Background: an optimization exercise with open tools, aiming at small area. Do not read the settings as production practice.
The RTL of this run was laid out without a check of its function.
Power and IR drop assume default switching activity.

`flow/design.v`:
```
module alu (
	input			i_clk,
	input			i_rst_n,
	input			i_valid,
	input	signed	[7:0]	i_data_a,
	input	signed	[7:0]	i_data_b,
	input		[2:0]	i_inst,
	output			o_valid,
	output		[7:0]	o_data
);
reg		o_valid_r;
reg	[7:0]	o_data_r;
reg	[7:0]	res;
assign o_valid = o_valid_r;
assign o_data  = o_data_r;
wire [7:0] a = i_data_a;
wire [7:0] b = i_data_b;
wire       sub = i_inst[0];
wire [7:0] bx  = b ^ {8{sub}};
wire [8:0] cy;
wire [7:0] s;
assign cy[0] = sub;
genvar gi;
generate for (gi = 0; gi < 8; gi = gi + 1) begin : g_add
	assign s[gi] = a[gi] ^ bx[gi] ^ cy[gi];
	assign cy[gi+1] = (a[gi] & bx[gi]) | (a[gi] & cy[gi]) | (bx[gi] & cy[gi]);
end endgenerate
wire       aovf = cy[8] ^ cy[7];
wire       s8   = s[7] ^ aovf;
	wire bo1 = b[0] ^ 1'b0;
	wire bt2 = (b[1] & ~b[0] & ~1'b0) | (~b[1] & b[0] & 1'b0);
	wire bz3 = bo1 | bt2;
	wire bp4 = (((bo1 & a[0]) | (bt2 & 1'b0)) ^ b[1]);
	wire bp5 = (((bo1 & a[1]) | (bt2 & a[0])) ^ b[1]);
	wire bp6 = (((bo1 & a[2]) | (bt2 & a[1])) ^ b[1]);
	wire bp7 = (((bo1 & a[3]) | (bt2 & a[2])) ^ b[1]);
	wire bp8 = (((bo1 & a[4]) | (bt2 & a[3])) ^ b[1]);
	wire bp9 = (((bo1 & a[5]) | (bt2 & a[4])) ^ b[1]);
	wire bp10 = (((bo1 & a[6]) | (bt2 & a[5])) ^ b[1]);
	wire bp11 = (((bo1 & a[7]) | (bt2 & a[6])) ^ b[1]);
	wire bp12 = ~(((bo1 & a[7]) | (bt2 & a[7])) ^ b[1]);
	wire bn13 = b[1];
	wire bo14 = b[2] ^ b[1];
	wire bt15 = (b[3] & ~b[2] & ~b[1]) | (~b[3] & b[2] & b[1]);
	wire bz16 = bo14 | bt15;
	wire bp17 = (((bo14 & a[0]) | (bt15 & 1'b0)) ^ b[3]);
	wire bp18 = (((bo14 & a[1]) | (bt15 & a[0])) ^ b[3]);
	wire bp19 = (((bo14 & a[2]) | (bt15 & a[1])) ^ b[3]);
	wire bp20 = (((bo14 & a[3]) | (bt15 & a[2])) ^ b[3]);
	wire bp21 = (((bo14 & a[4]) | (bt15 & a[3])) ^ b[3]);
	wire bp22 = (((bo14 & a[5]) | (bt15 & a[4])) ^ b[3]);
	wire bp23 = (((bo14 & a[6]) | (bt15 & a[5])) ^ b[3]);
	wire bp24 = (((bo14 & a[7]) | (bt15 & a[6])) ^ b[3]);
	wire bp25 = ~(((bo14 & a[7]) | (bt15 & a[7])) ^ b[3]);
	wire bn26 = b[3];
	wire bo27 = b[4] ^ b[3];
	wire bt28 = (b[5] & ~b[4] & ~b[3]) | (~b[5] & b[4] & b[3]);
	wire bz29 = bo27 | bt28;
	wire bp30 = (((bo27 & a[0]) | (bt28 & 1'b0)) ^ b[5]);
	wire bp31 = (((bo27 & a[1]) | (bt28 & a[0])) ^ b[5]);
	wire bp32 = (((bo27 & a[2]) | (bt28 & a[1])) ^ b[5]);
	wire bp33 = (((bo27 & a[3]) | (bt28 & a[2])) ^ b[5]);
	wire bp34 = (((bo27 & a[4]) | (bt28 & a[3])) ^ b[5]);
	wire bp35 = (((bo27 & a[5]) | (bt28 & a[4])) ^ b[5]);
	wire bp36 = (((bo27 & a[6]) | (bt28 & a[5])) ^ b[5]);
	wire bp37 = (((bo27 & a[7]) | (bt28 & a[6])) ^ b[5]);
	wire bp38 = ~(((bo27 & a[7]) | (bt28 & a[7])) ^ b[5]);
	wire bn39 = b[5];
	wire bo40 = b[6] ^ b[5];
	wire bt41 = (b[7] & ~b[6] & ~b[5]) | (~b[7] & b[6] & b[5]);
	wire bz42 = bo40 | bt41;
	wire bp43 = (((bo40 & a[0]) | (bt41 & 1'b0)) ^ b[7]);
	wire bp44 = (((bo40 & a[1]) | (bt41 & a[0])) ^ b[7]);
	wire bp45 = (((bo40 & a[2]) | (bt41 & a[1])) ^ b[7]);
	wire bp46 = (((bo40 & a[3]) | (bt41 & a[2])) ^ b[7]);
	wire bp47 = (((bo40 & a[4]) | (bt41 & a[3])) ^ b[7]);
	wire bp48 = (((bo40 & a[5]) | (bt41 & a[4])) ^ b[7]);
	wire bp49 = (((bo40 & a[6]) | (bt41 & a[5])) ^ b[7]);
	wire bp50 = (((bo40 & a[7]) | (bt41 & a[6])) ^ b[7]);
	wire bp51 = ~(((bo40 & a[7]) | (bt41 & a[7])) ^ b[7]);
	wire bn52 = b[7];
	wire nx53 = ~(a[7] ^ b[7]);
	wire kc54 = bn13 | nx53;
	wire ks55 = ~(bn13 ^ nx53);
	wire hs56 = kc54 ^ bp5;
	wire hc57 = kc54 & bp5;
	wire kc58 = bn26 | bp17;
	wire ks59 = ~(bn26 ^ bp17);
	wire fs60 = bp6 ^ hc57 ^ ks59;
	wire fc61 = (bp6 & hc57) | (bp6 & ks59) | (hc57 & ks59);
	wire kc62 = bp18 | bp7;
	wire ks63 = ~(bp18 ^ bp7);
	wire hs64 = kc58 ^ ks63;
	wire hc65 = kc58 & ks63;
	wire fs66 = bn39 ^ bp19 ^ bp30;
	wire fc67 = (bn39 & bp19) | (bn39 & bp30) | (bp19 & bp30);
	wire fs68 = bp8 ^ kc62 ^ fs66;
	wire fc69 = (bp8 & kc62) | (bp8 & fs66) | (kc62 & fs66);
	wire lg70 = ks55 & bp4;
	wire lp71 = ks55 | bp4;
	wire lg72 = hs56 & 1'b1;
	wire lp73 = hs56 | 1'b1;
	wire lg74 = fs60 & 1'b0;
	wire lp75 = fs60 | 1'b0;
	wire lg76 = hs64 & fc61;
	wire lp77 = hs64 | fc61;
	wire lg78 = hc65 & fs68;
	wire lp79 = hc65 | fs68;
	wire lcy80 = (lg70 & lp73 & lp75 & lp77 & lp79) | (lg72 & lp75 & lp77 & lp79) | (lg74 & lp77 & lp79) | (lg76 & lp79) | (lg78);
	wire fs81 = bp20 ^ bp31 ^ bp9;
	wire fc82 = (bp20 & bp31) | (bp20 & bp9) | (bp31 & bp9);
	wire hs83 = fc67 ^ fs81;
	wire hc84 = fc67 & fs81;
	wire fs85 = bn52 ^ bp10 ^ bp21;
	wire fc86 = (bn52 & bp10) | (bn52 & bp21) | (bp10 & bp21);
	wire fs87 = bp32 ^ bp43 ^ fc82;
	wire fc88 = (bp32 & bp43) | (bp32 & fc82) | (bp43 & fc82);
	wire fs89 = fs85 ^ hc84 ^ fs87;
	wire fc90 = (fs85 & hc84) | (fs85 & fs87) | (hc84 & fs87);
	wire fs91 = bp11 ^ bp22 ^ bp33;
	wire fc92 = (bp11 & bp22) | (bp11 & bp33) | (bp22 & bp33);
	wire fs93 = bp44 ^ fc86 ^ fs91;
	wire fc94 = (bp44 & fc86) | (bp44 & fs91) | (fc86 & fs91);
	wire hs95 = fc88 ^ fs93;
	wire hc96 = fc88 & fs93;
	wire kc97 = bp12 | bp23;
	wire ks98 = ~(bp12 ^ bp23);
	wire fs99 = bp34 ^ bp45 ^ ks98;
	wire fc100 = (bp34 & bp45) | (bp34 & ks98) | (bp45 & ks98);
	wire fs101 = fc92 ^ fs99 ^ fc94;
	wire fc102 = (fc92 & fs99) | (fc92 & fc94) | (fs99 & fc94);
	wire kc103 = bp24 | bp35;
	wire ks104 = ~(bp24 ^ bp35);
	wire fs105 = bp46 ^ kc97 ^ ks104;
	wire fc106 = (bp46 & kc97) | (bp46 & ks104) | (kc97 & ks104);
	wire hs107 = fc100 ^ fs105;
	wire hc108 = fc100 & fs105;
	wire fs109 = bp25 ^ bp36 ^ bp47;
	wire fc110 = (bp25 & bp36) | (bp25 & bp47) | (bp36 & bp47);
	wire fs111 = kc103 ^ fs109 ^ fc106;
	wire fc112 = (kc103 & fs109) | (kc103 & fc106) | (fs109 & fc106);
	wire kc113 = bp37 | bp48;
	wire ks114 = ~(bp37 ^ bp48);
	wire hs115 = ks114 ^ fc110;
	wire hc116 = ks114 & fc110;
	wire fs117 = bp38 ^ bp49 ^ kc113;
	wire fc118 = (bp38 & bp49) | (bp38 & kc113) | (bp49 & kc113);
	wire hs119 = bp50 ^ fc118;
	wire hc120 = bp50 & fc118;
	wire cp121 = hs83 ^ fc69;
	wire cg122 = hs83 & fc69;
	wire cp123 = fs89 ^ 1'b0;
	wire cg124 = fs89 & 1'b0;
	wire cp125 = hs95 ^ fc90;
	wire cg126 = hs95 & fc90;
	wire cp127 = hc96 ^ fs101;
	wire cg128 = hc96 & fs101;
	wire cp129 = hs107 ^ fc102;
	wire cg130 = hs107 & fc102;
	wire cp131 = hc108 ^ fs111;
	wire cg132 = hc108 & fs111;
	wire cp133 = hs115 ^ fc112;
	wire cg134 = hs115 & fc112;
	wire cp135 = hc116 ^ fs117;
	wire cg136 = hc116 & fs117;
	wire cp137 = hs119 ^ 1'b1;
	wire cg138 = hs119 & 1'b1;
	wire cp139 = bp51 ^ hc120;
	wire cg140 = bp51 & hc120;
	wire cp141 = 1'b1 ^ 1'b0;
	wire cg142 = 1'b1 & 1'b0;
	wire ps143 = cp121 ^ lcy80;
	wire pc144 = cg122 | (cp121 & lcy80);
	wire ps145 = cp123 ^ pc144;
	wire pc146 = cg124 | (cp123 & pc144);
	wire ps147 = cp125 ^ pc146;
	wire pc148 = cg126 | (cp125 & pc146);
	wire ps149 = cp127 ^ pc148;
	wire pc150 = cg128 | (cp127 & pc148);
	wire ps151 = cp129 ^ pc150;
	wire pc152 = cg130 | (cp129 & pc150);
	wire ps153 = cp131 ^ pc152;
	wire pc154 = cg132 | (cp131 & pc152);
	wire ps155 = cp133 ^ pc154;
	wire pc156 = cg134 | (cp133 & pc154);
	wire ps157 = cp135 ^ pc156;
	wire pc158 = cg136 | (cp135 & pc156);
	wire ps159 = cp137 ^ pc158;
	wire pc160 = cg138 | (cp137 & pc158);
	wire ps161 = cp139 ^ pc160;
	wire pc162 = cg140 | (cp139 & pc160);
	wire ps163 = cp141 ^ pc162;
	wire pc164 = cg142 | (cp141 & pc162);
	wire o1165 = (cp135 ^ 1'b0) | (cp137 ^ (cg136 | (cp135 & 1'b0))) | (cp139 ^ (cg138 | (cp137 & (cg136 | (cp135 & 1'b0)))));
	wire o2166 = (cp135 ^ 1'b0) & (cp137 ^ (cg136 | (cp135 & 1'b0))) & (cp139 ^ (cg138 | (cp137 & (cg136 | (cp135 & 1'b0)))));
	wire o1167 = (cp135 ^ 1'b1) | (cp137 ^ (cg136 | (cp135 & 1'b1))) | (cp139 ^ (cg138 | (cp137 & (cg136 | (cp135 & 1'b1)))));
	wire o2168 = (cp135 ^ 1'b1) & (cp137 ^ (cg136 | (cp135 & 1'b1))) & (cp139 ^ (cg138 | (cp137 & (cg136 | (cp135 & 1'b1)))));
	wire movf169 = pc156 ? (o1167 & ~o2168) : (o1165 & ~o2166);
wire [15:5] pr = {ps163, ps161, ps159, ps157, ps155, ps153, ps151, ps149, ps147, ps145, ps143};
wire       msgn = a[7] ^ b[7];
wire       movf = movf169;
wire       sg_hi  = ~a[7] & a[6];
wire       sg_mid = ~(a[7] ^ a[6]);
wire [7:0] sig_res = {2'b00, sg_hi, sg_mid & ~a[6], a[5:2] & {4{sg_mid}}};
wire [15:0] rr = {a, a} >> b[2:0];
wire [7:0] ror_res = rr[7:0];
wire       is_as  = (i_inst[2:1] == 2'b00);
wire       is_mul = (i_inst == 3'd2);
wire       sat    = (is_as & aovf) | (is_mul & movf);
wire       sgn    = is_mul ? msgn : s8;
wire       ok_as  = is_as & ~aovf;
wire       ok_mul = is_mul & ~movf;
wire       e_nand = (i_inst == 3'd3);
wire       e_xnor = (i_inst == 3'd4);
wire       e_sig  = (i_inst == 3'd5);
wire       e_rlo  = (i_inst == 3'd6) & ~b[2];
wire       e_rhi  = (i_inst == 3'd6) & b[2];
wire       e_mina = (i_inst == 3'd7) & s8;
wire       e_minb = (i_inst == 3'd7) & ~s8;
wire [15:0] r2 = {a, a} >> b[1:0];
wire [7:0] rq = r2[7:0];
wire [7:0] rqh = {rq[3:0], rq[7:4]};
wire [7:0] satv = {sgn, {7{~sgn}}};
always @(*)
	res = ({8{sat}} & satv) | ({8{ok_as}} & s) | ({8{ok_mul}} & pr[12:5])
	    | ({8{e_nand}} & ~(a & b)) | ({8{e_xnor}} & ~(a ^ b)) | ({8{e_sig}} & sig_res)
	    | ({8{e_rlo}} & rq) | ({8{e_rhi}} & rqh) | ({8{e_mina}} & a) | ({8{e_minb}} & b);
always @(posedge i_clk or negedge i_rst_n) begin
	if (!i_rst_n)
		o_valid_r <= 1'b0;
	else
		o_valid_r <= i_valid;
end
always @(posedge i_clk)
	o_data_r <= res;
endmodule
```
`flow/flow/run.sh`:
```
#!/bin/bash
set -euo pipefail
W=$PWD
export FLOW_WORK=$W
export FLOW_ABC_SCRIPTS="$W/flow/abc/a1.abc $W/flow/abc/a2.abc $W/flow/abc/a3.abc $W/flow/abc/a4.abc $W/flow/abc/a5.abc"
LIB=$FLOW_HOME/platforms/sky130hd/lib/sky130_fd_sc_hd__tt_025C_1v80.lib

# impl.v must do what design.v does: prove it before laying it out
cat > equiv.ys <<EOY
read_liberty -ignore_miss_func $LIB
read_verilog -sv $W/design.v
rename alu gold
read_verilog -sv $W/flow/impl.v
proc; flatten; opt_clean
rename alu gate
miter -equiv -flatten -make_assert gold gate miter
hierarchy -top miter
flatten; async2sync; opt -fast
sat -verify -prove-asserts -set-init-zero -seq 2 -show-inputs miter
EOY
yosys -l equiv.log -q -s equiv.ys > /dev/null

MK=(make -C "$FLOW_HOME" DESIGN_CONFIG="$W/config.mk" WORK_HOME="$W/orfs"
    CLKGATE_MAP_FILE= SYNTH_SCRIPT="$W/flow/synth.tcl"
    VERILOG_FILES="$W/flow/impl.v" ADDER_MAP_FILE=
    "BUFFER_PORTS_ARGS=-buffer_cell sky130_fd_sc_hd__buf_1" SKIP_INCREMENTAL_REPAIR=1
    "CTS_ARGS=-sink_clustering_enable -repair_clock_nets -dont_use_dummy_load -buf_list sky130_fd_sc_hd__clkbuf_2 -root_buf sky130_fd_sc_hd__clkbuf_4")
if ! "${MK[@]}" synth > make_synth.log 2>&1; then
  # an ABC script can abort on some inputs: retry with the scripts that do not use &deepsyn
  rm -rf "$W/orfs/results" "$W/orfs/logs" "$W/orfs/reports" "$W/orfs/objects"
  export FLOW_ABC_SCRIPTS="$W/flow/abc/a2.abc $W/flow/abc/a3.abc"
  "${MK[@]}" synth > make_synth_retry.log 2>&1
fi
"${MK[@]}" finish > make_finish.log 2>&1
R=$W/orfs/results/sky130hd/alu/base
: # left out here: write the final layout as DEF
```
`flow/flow/abc/a1.abc`:
```
strash
balance; rewrite; refactor; balance; rewrite; rewrite -z; balance; refactor -z; rewrite -z; balance
&get -n
&deepsyn -T 60
&put
balance; rewrite; refactor; balance; rewrite; rewrite -z; balance; refactor -z; rewrite -z; balance
dch -f
amap
topo
mfs3 -ae -H 6 -R 4
mfs3 -ae -H 6 -R 4 -r
```
`flow/flow/abc/a2.abc`:
```
strash
balance -l; resub -K 6 -l; rewrite -l; resub -K 6 -N 2 -l; refactor -l; resub -K 8 -l; balance -l; resub -K 8 -N 2 -l; rewrite -l; resub -K 10 -l; rewrite -z -l; resub -K 10 -N 2 -l; balance -l; resub -K 12 -l; refactor -z -l; resub -K 12 -N 2 -l; rewrite -z -l; balance -l
balance -l; resub -K 6 -l; rewrite -l; resub -K 6 -N 2 -l; refactor -l; resub -K 8 -l; balance -l; resub -K 8 -N 2 -l; rewrite -l; resub -K 10 -l; rewrite -z -l; resub -K 10 -N 2 -l; balance -l; resub -K 12 -l; refactor -z -l; resub -K 12 -N 2 -l; rewrite -z -l; balance -l
dch -f
amap
topo
mfs3 -ae -H 6 -R 4
mfs3 -ae -H 6 -R 4 -r
```
`flow/flow/abc/a3.abc`:
```
strash
balance; rewrite; refactor; balance; rewrite; rewrite -z; balance; refactor -z; rewrite -z; balance
balance; rewrite; refactor; balance; rewrite; rewrite -z; balance; refactor -z; rewrite -z; balance
dch -f
amap
topo
mfs3 -ae -H 6 -R 4
mfs3 -ae -H 6 -R 4 -r
```
`flow/flow/abc/a4.abc`:
```
strash
balance; rewrite; refactor; balance; rewrite; rewrite -z; balance; refactor -z; rewrite -z; balance
&get -n
&deepsyn -T 60
&put
balance; rewrite; refactor; balance; rewrite; rewrite -z; balance; refactor -z; rewrite -z; balance
dch -f
amap
```
`flow/flow/abc/a5.abc`:
```
strash
balance; rewrite; refactor; balance; rewrite; rewrite -z; balance; refactor -z; rewrite -z; balance
&get -n
&deepsyn -T 60
&put
balance; rewrite; refactor; balance; rewrite; rewrite -z; balance; refactor -z; rewrite -z; balance
dch -f
amap -F 4 -A 10
topo
mfs3 -ae -H 6 -R 4
mfs3 -ae -H 6 -R 4 -r
```
`flow/flow/impl.v`:
```
// generated by gen/gen.py (impl ops=aoi2 pol=0 top3=1 booth=1 sched=hyb hadelta=0.2)
module alu (
	input			i_clk,
	input			i_rst_n,
	input			i_valid,
	input	signed	[7:0]	i_data_a,
	input	signed	[7:0]	i_data_b,
	input		[2:0]	i_inst,
	output			o_valid,
	output		[7:0]	o_data
);
reg		o_valid_r;
reg	[7:0]	o_data_r;
reg	[7:0]	res;

assign o_valid = o_valid_r;
assign o_data  = o_data_r;

wire [7:0] a = i_data_a;
wire [7:0] b = i_data_b;

// add / sub / compare share one ripple adder; s8 is the true sign
wire       sub = i_inst[0];
wire [7:0] bx  = b ^ {8{sub}};
wire [8:0] cy;
wire [7:0] s;
assign cy[0] = sub;
genvar gi;
generate for (gi = 0; gi < 8; gi = gi + 1) begin : g_add
	assign s[gi] = a[gi] ^ bx[gi] ^ cy[gi];
	assign cy[gi+1] = (a[gi] & bx[gi]) | (a[gi] & cy[gi]) | (bx[gi] & cy[gi]);
end endgenerate
wire       aovf = cy[8] ^ cy[7];
wire       s8   = s[7] ^ aovf;
// multiply: pr = (a*b + 15 + (a*b >= 0)) >> 5, saturated
	wire bo1 = b[0] ^ 1'b0;
	wire bt2 = (b[1] & ~b[0] & ~1'b0) | (~b[1] & b[0] & 1'b0);
	wire bz3 = bo1 | bt2;
	wire bp4 = (((bo1 & a[0]) | (bt2 & 1'b0)) ^ b[1]);
	wire bp5 = (((bo1 & a[1]) | (bt2 & a[0])) ^ b[1]);
	wire bp6 = (((bo1 & a[2]) | (bt2 & a[1])) ^ b[1]);
	wire bp7 = (((bo1 & a[3]) | (bt2 & a[2])) ^ b[1]);
	wire bp8 = (((bo1 & a[4]) | (bt2 & a[3])) ^ b[1]);
	wire bp9 = (((bo1 & a[5]) | (bt2 & a[4])) ^ b[1]);
	wire bp10 = (((bo1 & a[6]) | (bt2 & a[5])) ^ b[1]);
	wire bp11 = (((bo1 & a[7]) | (bt2 & a[6])) ^ b[1]);
	wire bp12 = ~(((bo1 & a[7]) | (bt2 & a[7])) ^ b[1]);
	wire bn13 = b[1];
	wire bo14 = b[2] ^ b[1];
	wire bt15 = (b[3] & ~b[2] & ~b[1]) | (~b[3] & b[2] & b[1]);
	wire bz16 = bo14 | bt15;
	wire bp17 = (((bo14 & a[0]) | (bt15 & 1'b0)) ^ b[3]);
	wire bp18 = (((bo14 & a[1]) | (bt15 & a[0])) ^ b[3]);
	wire bp19 = (((bo14 & a[2]) | (bt15 & a[1])) ^ b[3]);
	wire bp20 = (((bo14 & a[3]) | (bt15 & a[2])) ^ b[3]);
	wire bp21 = (((bo14 & a[4]) | (bt15 & a[3])) ^ b[3]);
	wire bp22 = (((bo14 & a[5]) | (bt15 & a[4])) ^ b[3]);
	wire bp23 = (((bo14 & a[6]) | (bt15 & a[5])) ^ b[3]);
	wire bp24 = (((bo14 & a[7]) | (bt15 & a[6])) ^ b[3]);
	wire bp25 = ~(((bo14 & a[7]) | (bt15 & a[7])) ^ b[3]);
	wire bn26 = b[3];
	wire bo27 = b[4] ^ b[3];
	wire bt28 = (b[5] & ~b[4] & ~b[3]) | (~b[5] & b[4] & b[3]);
	wire bz29 = bo27 | bt28;
	wire bp30 = (((bo27 & a[0]) | (bt28 & 1'b0)) ^ b[5]);
	wire bp31 = (((bo27 & a[1]) | (bt28 & a[0])) ^ b[5]);
	wire bp32 = (((bo27 & a[2]) | (bt28 & a[1])) ^ b[5]);
	wire bp33 = (((bo27 & a[3]) | (bt28 & a[2])) ^ b[5]);
	wire bp34 = (((bo27 & a[4]) | (bt28 & a[3])) ^ b[5]);
	wire bp35 = (((bo27 & a[5]) | (bt28 & a[4])) ^ b[5]);
	wire bp36 = (((bo27 & a[6]) | (bt28 & a[5])) ^ b[5]);
	wire bp37 = (((bo27 & a[7]) | (bt28 & a[6])) ^ b[5]);
	wire bp38 = ~(((bo27 & a[7]) | (bt28 & a[7])) ^ b[5]);
	wire bn39 = b[5];
	wire bo40 = b[6] ^ b[5];
	wire bt41 = (b[7] & ~b[6] & ~b[5]) | (~b[7] & b[6] & b[5]);
	wire bz42 = bo40 | bt41;
	wire bp43 = (((bo40 & a[0]) | (bt41 & 1'b0)) ^ b[7]);
	wire bp44 = (((bo40 & a[1]) | (bt41 & a[0])) ^ b[7]);
	wire bp45 = (((bo40 & a[2]) | (bt41 & a[1])) ^ b[7]);
	wire bp46 = (((bo40 & a[3]) | (bt41 & a[2])) ^ b[7]);
	wire bp47 = (((bo40 & a[4]) | (bt41 & a[3])) ^ b[7]);
	wire bp48 = (((bo40 & a[5]) | (bt41 & a[4])) ^ b[7]);
	wire bp49 = (((bo40 & a[6]) | (bt41 & a[5])) ^ b[7]);
	wire bp50 = (((bo40 & a[7]) | (bt41 & a[6])) ^ b[7]);
	wire bp51 = ~(((bo40 & a[7]) | (bt41 & a[7])) ^ b[7]);
	wire bn52 = b[7];
	wire nx53 = ~(a[7] ^ b[7]);
	wire kc54 = bn13 | nx53;
	wire ks55 = ~(bn13 ^ nx53);
	wire hs56, hc57;
	sky130_fd_sc_hd__ha_1 u_hs56 (.A(kc54), .B(bp5), .SUM(hs56), .COUT(hc57));
	wire kc58 = bn26 | bp17;
	wire ks59 = ~(bn26 ^ bp17);
	wire fs60, fc61;
	sky130_fd_sc_hd__fa_1 u_fs60 (.A(bp6), .B(hc57), .CIN(ks59), .SUM(fs60), .COUT(fc61));
	wire kc62 = bp18 | bp7;
	wire ks63 = ~(bp18 ^ bp7);
	wire hs64, hc65;
	sky130_fd_sc_hd__ha_1 u_hs64 (.A(kc58), .B(ks63), .SUM(hs64), .COUT(hc65));
	wire fs66, fc67;
	sky130_fd_sc_hd__fa_1 u_fs66 (.A(bn39), .B(bp19), .CIN(bp30), .SUM(fs66), .COUT(fc67));
	wire fs68, fc69;
	sky130_fd_sc_hd__fa_1 u_fs68 (.A(bp8), .B(kc62), .CIN(fs66), .SUM(fs68), .COUT(fc69));
	wire lg70 = ks55 & bp4;
	wire lp71 = ks55 | bp4;
	wire lg72 = hs56 & 1'b1;
	wire lp73 = hs56 | 1'b1;
	wire lg74 = fs60 & 1'b0;
	wire lp75 = fs60 | 1'b0;
	wire lg76 = hs64 & fc61;
	wire lp77 = hs64 | fc61;
	wire lg78 = hc65 & fs68;
	wire lp79 = hc65 | fs68;
	wire lcy80 = (lg70 & lp73 & lp75 & lp77 & lp79) | (lg72 & lp75 & lp77 & lp79) | (lg74 & lp77 & lp79) | (lg76 & lp79) | (lg78);
	wire fs81, fc82;
	sky130_fd_sc_hd__fa_1 u_fs81 (.A(bp20), .B(bp31), .CIN(bp9), .SUM(fs81), .COUT(fc82));
	wire hs83, hc84;
	sky130_fd_sc_hd__ha_1 u_hs83 (.A(fc67), .B(fs81), .SUM(hs83), .COUT(hc84));
	wire fs85, fc86;
	sky130_fd_sc_hd__fa_1 u_fs85 (.A(bn52), .B(bp10), .CIN(bp21), .SUM(fs85), .COUT(fc86));
	wire fs87, fc88;
	sky130_fd_sc_hd__fa_1 u_fs87 (.A(bp32), .B(bp43), .CIN(fc82), .SUM(fs87), .COUT(fc88));
	wire fs89, fc90;
	sky130_fd_sc_hd__fa_1 u_fs89 (.A(fs85), .B(hc84), .CIN(fs87), .SUM(fs89), .COUT(fc90));
	wire fs91, fc92;
	sky130_fd_sc_hd__fa_1 u_fs91 (.A(bp11), .B(bp22), .CIN(bp33), .SUM(fs91), .COUT(fc92));
	wire fs93, fc94;
	sky130_fd_sc_hd__fa_1 u_fs93 (.A(bp44), .B(fc86), .CIN(fs91), .SUM(fs93), .COUT(fc94));
	wire hs95, hc96;
	sky130_fd_sc_hd__ha_1 u_hs95 (.A(fc88), .B(fs93), .SUM(hs95), .COUT(hc96));
	wire kc97 = bp12 | bp23;
	wire ks98 = ~(bp12 ^ bp23);
	wire fs99, fc100;
	sky130_fd_sc_hd__fa_1 u_fs99 (.A(bp34), .B(bp45), .CIN(ks98), .SUM(fs99), .COUT(fc100));
	wire fs101, fc102;
	sky130_fd_sc_hd__fa_1 u_fs101 (.A(fc92), .B(fs99), .CIN(fc94), .SUM(fs101), .COUT(fc102));
	wire kc103 = bp24 | bp35;
	wire ks104 = ~(bp24 ^ bp35);
	wire fs105, fc106;
	sky130_fd_sc_hd__fa_1 u_fs105 (.A(bp46), .B(kc97), .CIN(ks104), .SUM(fs105), .COUT(fc106));
	wire hs107, hc108;
	sky130_fd_sc_hd__ha_1 u_hs107 (.A(fc100), .B(fs105), .SUM(hs107), .COUT(hc108));
	wire fs109, fc110;
	sky130_fd_sc_hd__fa_1 u_fs109 (.A(bp25), .B(bp36), .CIN(bp47), .SUM(fs109), .COUT(fc110));
	wire fs111, fc112;
	sky130_fd_sc_hd__fa_1 u_fs111 (.A(kc103), .B(fs109), .CIN(fc106), .SUM(fs111), .COUT(fc112));
	wire kc113 = bp37 | bp48;
	wire ks114 = ~(bp37 ^ bp48);
	wire hs115, hc116;
	sky130_fd_sc_hd__ha_1 u_hs115 (.A(ks114), .B(fc110), .SUM(hs115), .COUT(hc116));
	wire fs117, fc118;
	sky130_fd_sc_hd__fa_1 u_fs117 (.A(bp38), .B(bp49), .CIN(kc113), .SUM(fs117), .COUT(fc118));
	wire hs119, hc120;
	sky130_fd_sc_hd__ha_1 u_hs119 (.A(bp50), .B(fc118), .SUM(hs119), .COUT(hc120));
	wire cp121 = hs83 ^ fc69;
	wire cg122 = hs83 & fc69;
	wire cp123 = fs89 ^ 1'b0;
	wire cg124 = fs89 & 1'b0;
	wire cp125 = hs95 ^ fc90;
	wire cg126 = hs95 & fc90;
	wire cp127 = hc96 ^ fs101;
	wire cg128 = hc96 & fs101;
	wire cp129 = hs107 ^ fc102;
	wire cg130 = hs107 & fc102;
	wire cp131 = hc108 ^ fs111;
	wire cg132 = hc108 & fs111;
	wire cp133 = hs115 ^ fc112;
	wire cg134 = hs115 & fc112;
	wire cp135 = hc116 ^ fs117;
	wire cg136 = hc116 & fs117;
	wire cp137 = hs119 ^ 1'b1;
	wire cg138 = hs119 & 1'b1;
	wire cp139 = bp51 ^ hc120;
	wire cg140 = bp51 & hc120;
	wire cp141 = 1'b1 ^ 1'b0;
	wire cg142 = 1'b1 & 1'b0;
	wire ps143 = cp121 ^ lcy80;
	wire pc144 = cg122 | (cp121 & lcy80);
	wire ps145 = cp123 ^ pc144;
	wire pc146 = cg124 | (cp123 & pc144);
	wire ps147 = cp125 ^ pc146;
	wire pc148 = cg126 | (cp125 & pc146);
	wire ps149 = cp127 ^ pc148;
	wire pc150 = cg128 | (cp127 & pc148);
	wire ps151 = cp129 ^ pc150;
	wire pc152 = cg130 | (cp129 & pc150);
	wire ps153 = cp131 ^ pc152;
	wire pc154 = cg132 | (cp131 & pc152);
	wire ps155 = cp133 ^ pc154;
	wire pc156 = cg134 | (cp133 & pc154);
	wire ps157 = cp135 ^ pc156;
	wire pc158 = cg136 | (cp135 & pc156);
	wire ps159 = cp137 ^ pc158;
	wire pc160 = cg138 | (cp137 & pc158);
	wire ps161 = cp139 ^ pc160;
	wire pc162 = cg140 | (cp139 & pc160);
	wire ps163 = cp141 ^ pc162;
	wire pc164 = cg142 | (cp141 & pc162);
	wire o1165 = (cp135 ^ 1'b0) | (cp137 ^ (cg136 | (cp135 & 1'b0))) | (cp139 ^ (cg138 | (cp137 & (cg136 | (cp135 & 1'b0)))));
	wire o2166 = (cp135 ^ 1'b0) & (cp137 ^ (cg136 | (cp135 & 1'b0))) & (cp139 ^ (cg138 | (cp137 & (cg136 | (cp135 & 1'b0)))));
	wire o1167 = (cp135 ^ 1'b1) | (cp137 ^ (cg136 | (cp135 & 1'b1))) | (cp139 ^ (cg138 | (cp137 & (cg136 | (cp135 & 1'b1)))));
	wire o2168 = (cp135 ^ 1'b1) & (cp137 ^ (cg136 | (cp135 & 1'b1))) & (cp139 ^ (cg138 | (cp137 & (cg136 | (cp135 & 1'b1)))));
	wire movf169 = pc156 ? (o1167 & ~o2168) : (o1165 & ~o2166);
wire [15:5] pr = {ps163, ps161, ps159, ps157, ps155, ps153, ps151, ps149, ps147, ps145, ps143};
wire       msgn = a[7] ^ b[7];
wire       movf = movf169;

// sigmoid
wire       sg_hi  = ~a[7] & a[6];
wire       sg_mid = ~(a[7] ^ a[6]);
wire [7:0] sig_res = {2'b00, sg_hi, sg_mid & ~a[6], a[5:2] & {4{sg_mid}}};

wire [15:0] rr = {a, a} >> b[2:0];
wire [7:0] ror_res = rr[7:0];

// one AND-OR plane: each result bit is an OR of gated terms
wire       is_as  = (i_inst[2:1] == 2'b00);
wire       is_mul = (i_inst == 3'd2);
wire       sat    = (is_as & aovf) | (is_mul & movf);
wire       sgn    = is_mul ? msgn : s8;
wire       ok_as  = is_as & ~aovf;
wire       ok_mul = is_mul & ~movf;
wire       e_nand = (i_inst == 3'd3);
wire       e_xnor = (i_inst == 3'd4);
wire       e_sig  = (i_inst == 3'd5);
wire       e_rlo  = (i_inst == 3'd6) & ~b[2];
wire       e_rhi  = (i_inst == 3'd6) & b[2];
wire       e_mina = (i_inst == 3'd7) & s8;
wire       e_minb = (i_inst == 3'd7) & ~s8;
wire [15:0] r2 = {a, a} >> b[1:0];
wire [7:0] rq = r2[7:0];
wire [7:0] rqh = {rq[3:0], rq[7:4]};
wire [7:0] satv = {sgn, {7{~sgn}}};
always @(*)
	res = ({8{sat}} & satv) | ({8{ok_as}} & s) | ({8{ok_mul}} & pr[12:5])
	    | ({8{e_nand}} & ~(a & b)) | ({8{e_xnor}} & ~(a ^ b)) | ({8{e_sig}} & sig_res)
	    | ({8{e_rlo}} & rq) | ({8{e_rhi}} & rqh) | ({8{e_mina}} & a) | ({8{e_minb}} & b);
always @(posedge i_clk or negedge i_rst_n) begin
	if (!i_rst_n)
		o_valid_r <= 1'b0;
	else
		o_valid_r <= i_valid;
end

always @(posedge i_clk)
	o_data_r <= res;

endmodule
```
`flow/flow/synth.tcl`:
```
proc abc {args} {
  set i [lsearch -exact $args -script]
  if {$i < 0 || [string match "*-fast*" $args]} {
    yosys abc {*}$args
    return
  }
  set j [lsearch -exact $args -D]
  if {$j >= 0} { set args [lreplace $args $j [expr {$j + 1}]] }
  set lib [lindex $::env(LIB_FILES) 0]
  yosys design -save flow_pre_abc
  set best ""
  foreach script $::env(FLOW_ABC_SCRIPTS) {
    yosys design -load flow_pre_abc
    lset args [expr {$i + 1}] $script
    puts "abc (flow wrapper): $script"
    if {[catch {yosys abc {*}$args} err]} {
      puts "abc (flow wrapper): $script failed: $err"
      continue
    }
    set st [tee -q -s result.string stat -liberty $lib]
    if {![regexp {Chip area for module [^:]*: ([0-9.]+)} $st -> area]} { error "no area after abc" }
    puts "abc (flow wrapper): $script gives cell area $area"
    if {$best eq "" || $area < $best} {
      set best $area
      yosys design -save flow_best_abc
    }
  }
  if {$best eq ""} { error "every ABC script failed" }
  yosys design -load flow_best_abc
  puts "abc (flow wrapper): kept cell area $best"
}
source $::env(FLOW_WORK)/synth_recipe.tcl
```
`flow/standard.sh`:
```
#!/bin/bash
# synth_recipe.tcl (not shown) runs the flow's synth.tcl, then flattens the netlist and writes it again
# the make line also repeats each setting of config.mk as NAME=value (left out here)
make -C /OpenROAD-flow-scripts/flow DESIGN_CONFIG=/design/flow/config.mk WORK_HOME=/design/flow/orfs CLKGATE_MAP_FILE= SYNTH_SCRIPT=/design/flow/synth_recipe.tcl "${@:-finish}"
```
`flow/config.mk`:
```
export PLATFORM = sky130hd
export DESIGN_NAME = alu
export DESIGN_NICKNAME = alu
export VERILOG_FILES = /design/flow/design.v
export SDC_FILE = /design/flow/constraint.sdc
export NUM_CORES = 8
export LEC_CHECK = 0
export CAP_MARGIN = 20
export CORE_MARGIN = 2
export CORE_UTILIZATION = 40
export GPL_TIMING_DRIVEN = 0
export SETUP_SLACK_MARGIN = 0.35
export SLEW_MARGIN = 20
```
`flow/constraint.sdc`:
```
create_clock -name core_clock -period 7.0 [get_ports {i_clk}]
set_input_delay 1.4000 -clock core_clock [delete_from_list [all_inputs] [get_ports {i_clk}]]
set_output_delay 1.4000 -clock core_clock [all_outputs]
set_load 0.01 [all_outputs]
```
==> run summary <==
through the flow:
| stage | util (%) | power, uW | cells | hold WS (ns) | TNS [ns] |
|---|---|---|---|---|---|
| 5_1_grt | 47.1 | 551 | 466 | 0.871 | -1.52 |
| 3_5_place_dp | 45.2 | 443 | 463 | 1.16 | -8.82 |
| 3_3_place_gp | 45.2 | 436 | 463 | 1.16 | -8.71 |
| 4_1_cts | 47.1 | 491 | 466 | 0.879 | 0 |
| 6_report | 47.1 | 491 | 466 | 0.883 | 0 |
| 2_1_floorplan | - | 342 | 361 | 1.10 | 0 |
cell families after synthesis:
group	after synthesis	share of synthesized area (%)
AOI/OAI and AO/OA	178	47.1
and+or+nand+nor	123	23.1
buffers and inverters	29	4.76
adders and majority gates	22	16.9
DFF	9	8.09
synth_stat cells, types with 7 or more instances:
library cell / count / area, sq um
clkinv_1: 29 / 109
o22ai_1: 61 / 382
o221ai_1: 9 / 78.8
dfxtp_1: 8 / 160
nand2_1: 31 / 116
or2_0: 8 / 50.1
nor2_1: 64 / 240
a21oi_1: 38 / 190
fa_1: 15 / 300
o21ai_0: 44 / 220
ha_1: 7 / 87.6
routing by layer:
layer	GRT usage [%]	vias to the layer above	share of wire [%]
met5	0	-	0
li1	-	1466	-
met4	7.07	0	3.0
met1	38.5	1293	45
met2	40.8	128	43
met3	3.85	28	8.6
sequential cells by signal, indices dropped and copies added, names as in the netlist:
signal and count:
o_data_r 8, o_valid_r 1
where the power goes:
group / internal [uW] / total [uW] / switching [uW]
clock network: 19.8 / 37.9 / 18.1
logic: 142 / 385 / 242
registers: 65.0 / 68.1 / 3.07
total: 227 / 491 / 263
final cells by class:
class / count / share of cell area [%]
multi-input cells: 323 / 79.1
flip-flops and latches: 9 / 7.13
repair buffers: 30 / 4.77
inverters: 29 / 4.67
well taps: 72 / 3.47
clock buffers: 3 / 0.867
worst max-delay path by stage:
stage          cells after the start         from                  end
6_report                          28  i_data_a[7]  o_data_r[4]$_DFF_P_
5_1_grt                           27  i_data_b[0]  o_data_r[4]$_DFF_P_
4_1_cts                           28  i_data_a[7]  o_data_r[4]$_DFF_P_
3_5_place_dp                      28  i_data_b[1]  o_data_r[4]$_DFF_P_
3_3_place_gp                      28  i_data_b[1]  o_data_r[4]$_DFF_P_
2_1_floorplan                     24  i_data_b[1]  o_data_r[3]$_DFF_P_
critical path, delay by kind of cell:
family                   cells  cell delay, ns
AND/OR/NAND/NOR             10            1.41
buffers and inverters        4            1.17
adder cells (fa/ha/maj)      2            0.59
AO/OA/AOI/OAI               12            2.28
==> impl_metrics.ini <==
[floorplanning]
initial_utilization_pct = 41.6
ios = 31
dieArea_sq_um = 6340
core_sq_um = 5510
rows = 27
dieWidth_microns = 79.6
die_y_microns = 79.6

[place]
pre_cts_ws_ns = -1.28
placed_area_sq_um = 2490
hpwl_mm = 6.04
gp_congestion = 0.998
io_buffers = 30

[route]
ant_nets = 0
viasPerCell = 6.26
num_vias = 2915
drt_first_iter_violations = 334
wl_per_cell_microns = 17.2
firstDrtPassIters = 5
drt-total-wl_mm = 8.03
drc = 0

[layout]
mostFrequentLayoutCells = 63 x nor2_1, 56 x o22ai_1, 44 x o21ai_0
multiInputGateArea_sq_um = 2050
ff_latch_area_sq_um = 185
diodes = 0
nNetsFinal = 440
final_area_sq_um = 2600
drive_gt1_share_pct = 5.58
fillers = 614
final_common_cell = nor2_1
syn_to_final_growth_pct = 13.4

[timing]
period_needed_ns = 6.71
worst_pin_slew_ns = 0.675
setup_viol = 0
post-route-period-util_pct = 95.8
slew_headroom_pct = 54.8
drv_slew = 0
hold_viol_final = 0
fin_ws_ns = 0.293
fmax_ghz = 0.149

[clocking]
clock_tree.buffer_depth = 2
path_clk_slew_ns = 0.06
cts-root-buf = clkbuf_4
numCtsBuffers = 3
cts_resized = 28
post_cts_buffers = 0
clock_sinks = 9
cts_tree = done
h-tree-depth = 1
postCtsHoldBufs = 0

[worst_setup_path]
critPathMaxStageDelay_ns = 0.45
path_class = in -> reg
cp_max_fo = 12
worst_setup_path_start_kind = input pin
cp_common_cell = nor2_1
cp_slowest_cell = o22ai_1
required_ns = 7.17
arrival_ns = 6.88
cp-end-kind = flip-flop

[yosys]
syn-mean-instance-area_sq_um = 6.34
synth-seq-cells = 9
syn_area_sq_um = 2290
ys.flop_type = dfxtp_1
synth-async-reset-ratio_pct = 11.1
syn_nets = 405
syn_inst = 361
synth_edf_count = 0
ys_types = 32
yosysWarnings = 1
seq_area_frac_synth_pct = 8.09

[worst_hold_path]
hold_class = in -> async

[global_route]
globalRouteOverflowTotal = 0
grt_first_pass_wirelength_mm = 13.3
antenna_found_initial = 0
grt_pass1_vias = 2678
grt_max_degree = 23
track_usage_pct = 26.5

[job]
max_cap_viol_count = 0

[run_status]
status = timing/DRC/antenna clean

[pwr]
ir_drop_mv = 0.0893
cellPowerDensity_nw_per_um2 = 189
p_leak_uw = 0.000884

==> re-timing with driven ports <==
In the flow no input, the clock included, has a driving cell. The finished layout below was timed again as built, in two steps.
Step 1: set_driving_cell puts a clkbuf_16 on i_clk and a buf_2 on each other input, an assumption about the parent block.
Step 2 moves the port delays by t, midway between the first and last clock arrival at a register: inputs arrive t later, outputs are due t later. That takes back most of the time a late clock gives input paths.
Three values: no drivers, after step 1, after step 2; two values: the first two.
t (ns): 0.287
setup WS [ns]: 0.293 / 0.297 / 0.010
latest minus earliest clock arrival (ns): 0.003 / 0.004
worst slew at a driven data input, ns: 0.03
pins driven straight from the clock port: 1
After both steps this run still meets setup and hold. For this run, drivers alone change the setup slack by +0.004 ns; drivers and shift together by -0.283 ns.
